What follows belongs to an exercise in optimizing a design on an open flow for small area, a short achievable clock period and few clock cycles per item; a production flow would make more cautious choices. RTL that was checked went through simulation tests only; none was proved equivalent to the original. The flow treats the clock pin as an ideal source. Dropping or thinning the clock tree relies on that and would not hold on a real chip. No activity file was given, so power comes from the tool's default toggle rates.

// prng
module prng (
	input clk,     
	input rst,   
	input [31:0] seed,
	input start,
	input cont,
	output reg done,
	output [31:0] rand_num
);
Size in the first run: about 37 flip-flops, ~2700 µm² of cells after synthesis.
==> flow/config.mk <==
export PLATFORM = sky130hd
export DESIGN_NAME = prng
export DESIGN_NICKNAME = prng
export VERILOG_FILES = /design/flow/design.v
export SDC_FILE = /design/flow/constraint.sdc
export NUM_CORES = 8
export LEC_CHECK = 0
export CAP_MARGIN = 20
export CORE_MARGIN = 2
export CORE_UTILIZATION = 40
export SLEW_MARGIN = 20
==> flow/constraint.sdc <==
create_clock -name core_clock -period 9.0 [get_ports {clk}]
set_input_delay 1.8000 -clock core_clock [delete_from_list [all_inputs] [get_ports {clk}]]
set_output_delay 1.8000 -clock core_clock [all_outputs]
set_load 0.01 [all_outputs]
standard.sh (not shown) runs the stock make flow with config.mk's settings and CLKGATE_MAP_FILE= SYNTH_SCRIPT=/design/flow/synth_recipe.tcl, a recipe that flattens the netlist after the stock synthesis.
==> flow/flow/run.sh <==
#!/bin/bash
# The standard layout (standard.sh, ORFS from synthesis to the final layout)
# with these changes, made through ORFS's own variables and hooks:
#  - synthesis: ABC maps the logic with flow/abc.script (ORFS's speed script
#    cut down, with &nf allowed to trade some delay for area) instead of
#    ORFS's abc_speed.script. The rest of the synthesis, registers included,
#    is the standard one (synth_recipe.tcl and ORFS's synth.tcl, unchanged);
#  - the port buffers that buffer_ports inserts on every input and output are
#    plain sky130_fd_sc_hd__buf_1 instead of the cell it picks by itself;
#  - after clock tree synthesis, flow/clock_tree.tcl replaces the two-level
#    clock tree with one level of four clock buffers;
#  - timing repair aims for 6.3 ns of setup slack (a 2.7 ns period) instead
#    of 0.
# standard.sh writes each ORFS step's log under orfs/logs/; make's own output
# goes to standard.log.
set -euo pipefail
cp -r "$FLOW_HOME/scripts" scripts
cp flow/abc.script scripts/abc_speed.script
export SCRIPTS_DIR="$PWD/scripts"
export BUFFER_PORTS_ARGS="-buffer_cell sky130_fd_sc_hd__buf_1"
export POST_CTS_TCL="$PWD/flow/clock_tree.tcl"
export SETUP_SLACK_MARGIN=6.4
bash standard.sh > standard.log 2>&1
Other scripts of this flow, unchanged in this note and not shown: flow/flow/abc.script, flow/flow/clock_tree.tcl
Testbench counts at the start, summed over its fixed seeds: cycles 18,432, items 2,048.
==> next run, changes <==
--- a/flow/flow/run.sh
+++ b/flow/flow/run.sh
@@ -20,4 +20,4 @@
 export BUFFER_PORTS_ARGS="-buffer_cell sky130_fd_sc_hd__buf_1"
 export POST_CTS_TCL="$PWD/flow/clock_tree.tcl"
-export SETUP_SLACK_MARGIN=6.4
+export SETUP_SLACK_MARGIN=6.3
 bash standard.sh > standard.log 2>&1
--- a/flow/config.mk
+++ b/flow/config.mk
@@ -9,3 +9,3 @@
 export CORE_MARGIN = 2
 export CORE_UTILIZATION = 40
-export SLEW_MARGIN = 20
+export SLEW_MARGIN = 40
Effect: Global-route usage goes down by 0.38 points. Critical path depth goes down by 1. Routed wire length goes down by a few percent. Utilization goes down by 2.7 points. Design area goes down by a few percent.
==> next run, changes <==
--- a/flow/flow/run.sh
+++ b/flow/flow/run.sh
@@ -20,4 +20,4 @@
 export BUFFER_PORTS_ARGS="-buffer_cell sky130_fd_sc_hd__buf_1"
 export POST_CTS_TCL="$PWD/flow/clock_tree.tcl"
-export SETUP_SLACK_MARGIN=6.3
+export SETUP_SLACK_MARGIN=6.35
 bash standard.sh > standard.log 2>&1
--- a/flow/config.mk
+++ b/flow/config.mk
@@ -9,3 +9,3 @@
 export CORE_MARGIN = 2
 export CORE_UTILIZATION = 40
-export SLEW_MARGIN = 40
+export SLEW_MARGIN = 20
Outcome: The new run finished clean. Fmax shrinks by 3.3%. Synthesized cell count does not change. First-iteration DRC count grows by 3.3%. Combinational power barely changes. Power barely changes. Area after synthesis does not change. Clock skew stays flat. Global-route usage barely changes. Routed wire length shrinks by about 0.33%. Setup slack is worse by 0.085 ns. Register-to-register slack is worse by 0.08 ns.
In every run of this note, the design's own scripts or RTL, not TritonCTS, make the clock network.

--- another note on this design; it stands on its own ---

// prng
module prng (
	input clk,     
	input rst,   
	input [31:0] seed,
	input start,
	input cont,
	output reg done,
	output [31:0] rand_num
);
reg        busy;       
reg  [2:0] cnt;        
reg [30:0] acc;        
wire [30:0] a = acc;
wire [30:0] b = ~{acc[2:0], acc[30:3]} & {31{busy}};
wire [30:0] g0 = a & b;
wire [30:0] p0 = a ^ b;
wire [30:0] g1, p1, g2, p2, g3, p3, g4, p4, g5, p5;
genvar i;
generate
	for (i = 0; i < 31; i = i + 1) begin : pfx
		if (i & 1) begin
			assign g1[i] = g0[i] | p0[i] & g0[i-1];
			assign p1[i] = p0[i] & p0[i-1];
		end else begin
			assign g1[i] = g0[i];
			assign p1[i] = p0[i];
		end
		if (i & 2) begin
			assign g2[i] = g1[i] | p1[i] & g1[(i & ~3) + 1];
			assign p2[i] = p1[i] & p1[(i & ~3) + 1];
		end else begin
			assign g2[i] = g1[i];
			assign p2[i] = p1[i];
		end
		if (i & 4) begin
			assign g3[i] = g2[i] | p2[i] & g2[(i & ~7) + 3];
			assign p3[i] = p2[i] & p2[(i & ~7) + 3];
		end else begin
			assign g3[i] = g2[i];
			assign p3[i] = p2[i];
		end
		if (i & 8) begin
			assign g4[i] = g3[i] | p3[i] & g3[(i & ~15) + 7];
			assign p4[i] = p3[i] & p3[(i & ~15) + 7];
		end else begin
			assign g4[i] = g3[i];
			assign p4[i] = p3[i];
		end
		if (i & 16) begin
  ...
export LEC_CHECK = 0
export CAP_MARGIN = 20
export CORE_MARGIN = 2
export CORE_UTILIZATION = 40
export SLEW_MARGIN = 70
create_clock -name core_clock -period 9.0 [get_ports {clk}]
standard.sh (not shown) runs the stock make flow with config.mk's settings and CLKGATE_MAP_FILE= SYNTH_SCRIPT=/design/flow/synth_recipe.tcl, a recipe that flattens the netlist after the stock synthesis.
==> flow/flow/run.sh <==
#!/bin/bash
# The standard layout, with the port buffers made of plain buffers
# (sky130_fd_sc_hd__buf_2) instead of the cell buffer_ports picks by itself.
set -euo pipefail
export BUFFER_PORTS_ARGS="-buffer_cell sky130_fd_sc_hd__buf_2"
bash standard.sh > standard.log 2>&1
Then changed:
--- a/flow/flow/run.sh
+++ b/flow/flow/run.sh
@@ -5,2 +5,3 @@
 export BUFFER_PORTS_ARGS="-buffer_cell sky130_fd_sc_hd__buf_2"
+export SETUP_SLACK_MARGIN=6.4
 bash standard.sh > standard.log 2>&1
=> Clock skew is about the same. Routed wire length climbs by well over a third. Worst hold slack loses 0.0078 ns. Core utilization came out higher by 20 points. Worst setup slack gets better by 0.28 ns. First-iteration DRC count grows by well over a third. Die area does not change. Final cell count came out higher by roughly a tenth. Clock-buffer cell count does not change. Non-clock buffer count climbs by 70.
Then changed:
==> flow/run.sh (new file) <==
#!/bin/bash
# synth_recipe.tcl (not shown) runs the flow's synth.tcl, then flattens the netlist and writes it again
# the make line also repeats each setting of config.mk as NAME=value (left out here)
make -C /OpenROAD-flow-scripts/flow DESIGN_CONFIG=/design/flow/config.mk WORK_HOME=/design/flow/orfs CLKGATE_MAP_FILE= SYNTH_SCRIPT=/design/flow/synth_recipe.tcl finish
removed: flow/flow/run.sh
removed: flow/standard.sh
Setup slack degrades by 0.30 ns.
Total power went down by 26%.
Synthesized area stays the same.
Combinational power goes down by 36%.
Final area fell by 23%.
Clock skew hardly moves.
Wire length went down by 25%.
Sequential share of layout area increases by 2.9 points.
No functional check of the RTL was part of any run of this note.

static timing again, ports no longer ideal:
In the flow no input, the clock included, has a driving cell. The finished layouts below were timed again as built, in two steps. Step 1 assumes that a clkbuf_16 drives the clock port and a buf_2 every other input. Step 2 also shifts input and output timing later by t, the mid clock arrival at the registers, as if the neighbouring blocks saw the same clock. Slacks: ideal / step 1 / step 2; pairs: ideal / step 1.
run | t (ns) | slack for setup (ns) | worst setup path after step 2
the first run of note 1 | 0.188 | 6.473 / 6.473 / 6.473 | register to register
the second run of note 1 | 0.191 | 6.479 / 6.433 / 6.479 | register to register
the third run of note 1 | 0.190 | 6.394 / 6.394 / 6.394 | register to register
the first run of note 2 | 0.321 | 5.857 / 5.857 / 5.857 | register to register
the second run of note 2 | 0.326 | 6.134 / 6.134 / 6.134 | register to register
the third run of note 2 | 0.315 | 5.833 / 5.833 / 5.833 | register to register
After both steps every run listed still meets setup and hold.
